Context: an optimization exercise on an open-source flow, tuned for small area, a short achievable clock period and few clock cycles per item. The choices shown serve that exercise and are no tape-out recipe.
At most, simulation tests tie the RTL to the original design; equivalence was not proved.
The clock port is modelled as an ideal driver, which makes a skipped or thinned clock tree look cheaper than it is; a real chip needs a root buffer or a tree.

==> run a <==
==> flow/design.v <==
`timescale 1ns / 1ps
module SquareRoot(outdata,checkflag,clk,rst,start,indata);
 input wire clk;
 input wire rst;
 input wire start;
 input wire [31:0] indata;
 output reg [15:0] outdata;    
 output reg checkflag;
 reg [13:0] h;       
 reg [15:0] r;       
 reg        neg;     
 reg        busy;
 reg [3:0]  c;       
 reg        late;    
 wire last = c[2] & ~c[1];       
 wire [6:1] ge;
 assign ge[1] = c[0] | late;
 assign ge[2] = c[1] | late;
 assign ge[3] = c[2] | late;
 assign ge[4] = c[3] | late;
 assign ge[5] = late;
 assign ge[6] = late & ~c[1];
 wire [15:0] m1, m2;
 assign m1[1:0] = 2'b11;
 assign m2[2:0] = 3'b111;
 genvar k;
 generate
    for (k = 2; k <= 13; k = k + 1) begin : mask1
        assign m1[k] = ge[k/2];
    end
    for (k = 3; k <= 14; k = k + 1) begin : mask2
        assign m2[k] = ge[(k-1)/2];
    end
 endgenerate
 assign m1[15:14] = 2'b00;
 assign m2[15] = 1'b0;
 wire [17:0] sa = {r, h[13], outdata[15]} + {(outdata & m1) ^ {16{~neg}}, 2'b11};
 wire [15:0] za = {outdata[14:0], ~sa[17]};
 wire [17:0] sum = {sa[15:0], h[12], outdata[14]} + {(za & m2) ^ {16{~sa[17]}}, 2'b11};
 function [4:0] first2;
    input [3:0] n;
    begin
    case (n)
    4'd0:  first2 = {2'd0, 3'd0};
    4'd1:  first2 = {2'd1, 3'd0};
    4'd2:  first2 = {2'd1, 3'd1};
    4'd3:  first2 = {2'd1, 3'd2};
    4'd4:  first2 = {2'd2, 3'd0};
    4'd5:  first2 = {2'd2, 3'd1};
    4'd6:  first2 = {2'd2, 3'd2};
    4'd7:  first2 = {2'd2, 3'd3};
    4'd8:  first2 = {2'd2, 3'd4};
    4'd9:  first2 = {2'd3, 3'd0};
    4'd10: first2 = {2'd3, 3'd1};
    4'd11: first2 = {2'd3, 3'd2};
    4'd12: first2 = {2'd3, 3'd3};
    4'd13: first2 = {2'd3, 3'd4};
    4'd14: first2 = {2'd3, 3'd5};
    default: first2 = {2'd3, 3'd6};
    endcase
    end
 endfunction
 wire [1:0] q0;
 wire [2:0] r0;
 assign {q0, r0} = first2(indata[31:28]);
 wire [13:0] hi_in, lo_in;
 generate
    for (k = 0; k < 14; k = k + 1) begin : split
        assign hi_in[k] = indata[2*k+1];
        assign lo_in[k] = indata[2*k];
    end
 endgenerate
 always @(posedge clk) begin
    if (!busy) begin
        h    <= hi_in;
        r    <= {13'd0, r0};
        neg  <= 1'b0;
        c    <= 4'd0;
        late <= 1'b0;
    end else begin
        h    <= {h[11:0], 2'b00};
        r    <= sum[15:0];
        neg  <= sum[17];
        c    <= {c[2:0], ~c[3]};
        late <= c[3] & (c[0] | c[2]);    
    end
 end
 always @(posedge clk) begin
    if (busy)
        outdata <= {za[14:0], ~sum[17]};
    else if (start)
        outdata <= {lo_in, q0};
 end
 always @(posedge clk) begin
    if (rst) begin
        busy      <= 1'b0;
        checkflag <= 1'b0;
    end else if (start & !busy) begin
        busy      <= 1'b1;
        checkflag <= 1'b0;
    end else if (busy & last) begin
        busy      <= 1'b0;
        checkflag <= 1'b1;
    end
 end
endmodule
==> flow/flow/run.sh <==
#!/bin/bash
set -euo pipefail
MARGIN=$(cat flow/margin.txt)
export PRE_CTS_TCL="$PWD/flow/pre_cts.tcl"
bash standard.sh "BUFFER_PORTS_ARGS=-buffer_cell sky130_fd_sc_hd__buf_1" \
  "SETUP_SLACK_MARGIN=$MARGIN" "PRE_CTS_TCL=$PRE_CTS_TCL" finish > standard.log 2>&1
==> flow/flow/margin.txt <==
4.6
==> flow/flow/pre_cts.tcl <==
# Sourced by ORFS's cts.tcl (PRE_CTS_TCL) just before clock_tree_synthesis.
# The design is small, so instead of TritonCTS's tree (a root buffer, eight
# leaf buffers and dummy loads) the clock port drives NBUF buffers directly,
# each driving the registers of one vertical stripe of the core: sinks are
# sorted by x and split evenly, and each buffer sits at its sinks' centroid.
# Every register sees one buffer between the port and its clock pin.
set ::manual_cts_nbuf 2
set ::manual_cts_cell sky130_fd_sc_hd__clkbuf_16

proc manual_cts {nbuf cb} {
  set block [ord::get_db_block]
  set clknet [$block findNet clk]
  set master [[ord::get_db] findMaster $cb]
  set sinks {}
  foreach iterm [$clknet getITerms] {
    set bb [[$iterm getInst] getBBox]
    lappend sinks [list [expr {([$bb xMin] + [$bb xMax]) / 2}] \
      [expr {([$bb yMin] + [$bb yMax]) / 2}] $iterm]
  }
  set sinks [lsort -integer -index 0 $sinks]
  set n [llength $sinks]
  puts "manual_cts: $n sinks, $nbuf x $cb"
  for {set k 0} {$k < $nbuf} {incr k} {
    set lo [expr {$k * $n / $nbuf}]
    set hi [expr {($k + 1) * $n / $nbuf - 1}]
    set buf [odb::dbInst_create $block $master clkbuf_${k}_clk]
    set net [odb::dbNet_create $block clknet_${k}_clk]
    $net setSigType CLOCK
    set sx 0
    set sy 0
    set m 0
    foreach s [lrange $sinks $lo $hi] {
      lassign $s x y iterm
      incr sx $x
      incr sy $y
      incr m
      $iterm disconnect
      $iterm connect $net
    }
    [$buf findITerm A] connect $clknet
    [$buf findITerm X] connect $net
    $buf setLocation [expr {$sx / $m}] [expr {$sy / $m}]
    $buf setPlacementStatus PLACED
  }
  set_propagated_clock [all_clocks]
}

rename clock_tree_synthesis tritoncts_clock_tree_synthesis
proc clock_tree_synthesis {args} {
  manual_cts $::manual_cts_nbuf $::manual_cts_cell
}
==> flow/standard.sh <==
#!/bin/bash
# synth_recipe.tcl (not shown) runs the flow's synth.tcl, then flattens the netlist and writes it again
# the make line also repeats each setting of config.mk as NAME=value (left out here)
make -C /OpenROAD-flow-scripts/flow DESIGN_CONFIG=/design/flow/config.mk WORK_HOME=/design/flow/orfs CLKGATE_MAP_FILE= SYNTH_SCRIPT=/design/flow/synth_recipe.tcl "${@:-finish}"
==> flow/config.mk <==
export PLATFORM = sky130hd
export DESIGN_NAME = SquareRoot
export DESIGN_NICKNAME = SquareRoot
export VERILOG_FILES = /design/flow/design.v
export SDC_FILE = /design/flow/constraint.sdc
export NUM_CORES = 4
export LEC_CHECK = 0
export CAP_MARGIN = 20
export CORE_MARGIN = 2
export CORE_UTILIZATION = 65
export SETUP_SLACK_MARGIN = 5
export SLEW_MARGIN = 20
==> flow/constraint.sdc <==
create_clock -name core_clock -period 8.5 [get_ports {clk}]
set_input_delay 1.7000 -clock core_clock [delete_from_list [all_inputs] [get_ports {clk}]]
set_output_delay 1.7000 -clock core_clock [all_outputs]
set_load 0.01 [all_outputs]
==> run b (differences from run a) <==
--- a/flow/design.v
+++ b/flow/design.v
@@ -11,31 +11,20 @@
  reg        neg;     
  reg        busy;
- reg [3:0]  c;       
+ reg [6:0]  j;       
  reg        late;    
- wire last = c[2] & ~c[1];       
- wire [6:1] ge;
- assign ge[1] = c[0] | late;
- assign ge[2] = c[1] | late;
- assign ge[3] = c[2] | late;
- assign ge[4] = c[3] | late;
- assign ge[5] = late;
- assign ge[6] = late & ~c[1];
- wire [15:0] m1, m2;
- assign m1[1:0] = 2'b11;
- assign m2[2:0] = 3'b111;
+ wire last = j[6] & ~j[5];       
+ wire [15:0] m;
+ assign m[1:0] = 2'b11;
  genvar k;
  generate
-    for (k = 2; k <= 13; k = k + 1) begin : mask1
-        assign m1[k] = ge[k/2];
+    for (k = 2; k <= 8; k = k + 1) begin : mlo
+        assign m[k] = j[k-2] | late;
     end
-    for (k = 3; k <= 14; k = k + 1) begin : mask2
-        assign m2[k] = ge[(k-1)/2];
+    for (k = 9; k <= 14; k = k + 1) begin : mhi
+        assign m[k] = late & ~j[k-9];
     end
  endgenerate
- assign m1[15:14] = 2'b00;
- assign m2[15] = 1'b0;
- wire [17:0] sa = {r, h[13], outdata[15]} + {(outdata & m1) ^ {16{~neg}}, 2'b11};
- wire [15:0] za = {outdata[14:0], ~sa[17]};
- wire [17:0] sum = {sa[15:0], h[12], outdata[14]} + {(za & m2) ^ {16{~sa[17]}}, 2'b11};
+ assign m[15] = 1'b0;
+ wire [17:0] sum = {r, h[13], outdata[15]} + {(outdata & m) ^ {16{~neg}}, 2'b11};
  function [4:0] first2;
     input [3:0] n;
@@ -73,23 +62,24 @@
  always @(posedge clk) begin
     if (!busy) begin
-        h    <= hi_in;
-        r    <= {13'd0, r0};
-        neg  <= 1'b0;
-        c    <= 4'd0;
+        h   <= hi_in;
+        r   <= {13'd0, r0};
+        neg <= 1'b0;
+        j   <= 7'd0;
         late <= 1'b0;
     end else begin
-        h    <= {h[11:0], 2'b00};
-        r    <= sum[15:0];
-        neg  <= sum[17];
-        c    <= {c[2:0], ~c[3]};
-        late <= c[3] & (c[0] | c[2]);    
+        h   <= {h[12:0], 1'b0};
+        r   <= sum[15:0];
+        neg <= sum[17];
+        j   <= {j[5:0], ~j[6]};
+        late <= j[6] & (j[0] | j[5]);    
     end
  end
- always @(posedge clk) begin
-    if (busy)
-        outdata <= {za[14:0], ~sum[17]};
-    else if (start)
-        outdata <= {lo_in, q0};
- end
+ wire sel_shift = busy;
+ wire sel_load  = ~busy & start;
+ wire sel_hold  = ~busy & ~start;
+ always @(posedge clk)
+    outdata <= ({16{sel_shift}} & {outdata[14:0], ~sum[17]})
+             | ({16{sel_load}}  & {lo_in, q0})
+             | ({16{sel_hold}}  & outdata);
  always @(posedge clk) begin
     if (rst) begin
==> flow/flow/margin.txt (replaced) <==
6.0
--- a/flow/config.mk
+++ b/flow/config.mk
@@ -6,7 +6,9 @@
 export NUM_CORES = 4
 export LEC_CHECK = 0
+export ABC_AREA = 1
+export ABC_CLOCK_PERIOD_IN_PS = 2500
 export CAP_MARGIN = 20
 export CORE_MARGIN = 2
-export CORE_UTILIZATION = 65
+export CORE_UTILIZATION = 75
 export SETUP_SLACK_MARGIN = 5
 export SLEW_MARGIN = 20
==> summary of the runs <==
Area after synthesis: run b is smaller than run a (18%).
Between run a and run b, the lower maximum frequency is in run a (gap 51%, measured against run b).
Design area: run a is larger than run b (34%).
Of run b and run a, run b has the higher register-to-register slack (gap 2.8 ns).
Of run b and run a, run b has the higher global-route usage (gap 4.6 points).
In run b the die area is smaller than in run a, by about 28%.
Between run a and run b, the lower first-iteration DRC count is in run a (gap about 56%, measured against run b).
Between run b and run a, the lower routed wire length is in run b (gap about 20%, measured against run a).
Between run b and run a, the lower clock skew is in run b (gap 0.0086 ns).
Testbench counts of run b, summed over its fixed seeds: cycles 30,720, ops 2,048.
Function not checked in run a: the RTL went through the layout flow alone. No run of this note takes its clock network from TritonCTS; it comes from the design's own scripts or RTL.

-- re-timing with driven ports --
In the flow no input, the clock included, has a driving cell. The finished layouts below were timed again as built, in two steps. Step 1 (the two cells are an assumption about what drives the block):
set clk [get_ports {clk}]
set_driving_cell -lib_cell sky130_fd_sc_hd__clkbuf_16 $clk
set_driving_cell -lib_cell sky130_fd_sc_hd__buf_2 [delete_from_list [all_inputs] $clk]
Step 2 adds t to the input delays and takes it off the output delays; t is the mean of the earliest and latest rising clock arrival at the registers after step 1. Input paths then give back, and output paths get back, about the clock's delay inside the block. Three values: no drivers, after step 1, after step 2; two values: the first two.
| run | t (ns) | slack for setup (ns) | hold slack, ns | latest minus earliest clock arrival (ns) | pins driven straight from the clock port |
|---|---|---|---|---|---|
| run a | 0.217 | 3.412 / 3.412 / 3.412 | 0.446 / 0.446 / 0.446 | 0.027 / 0.027 | 2 |
| run b | 0.213 | 6.025 / 5.977 / 5.896 | 0.436 / 0.436 / 0.436 | 0.018 / 0.018 | 2 |
After both steps setup and hold are still met in every run listed. The setup slack of run b, which loses most, moves by -0.048 ns with the drivers and by -0.129 ns with both steps.
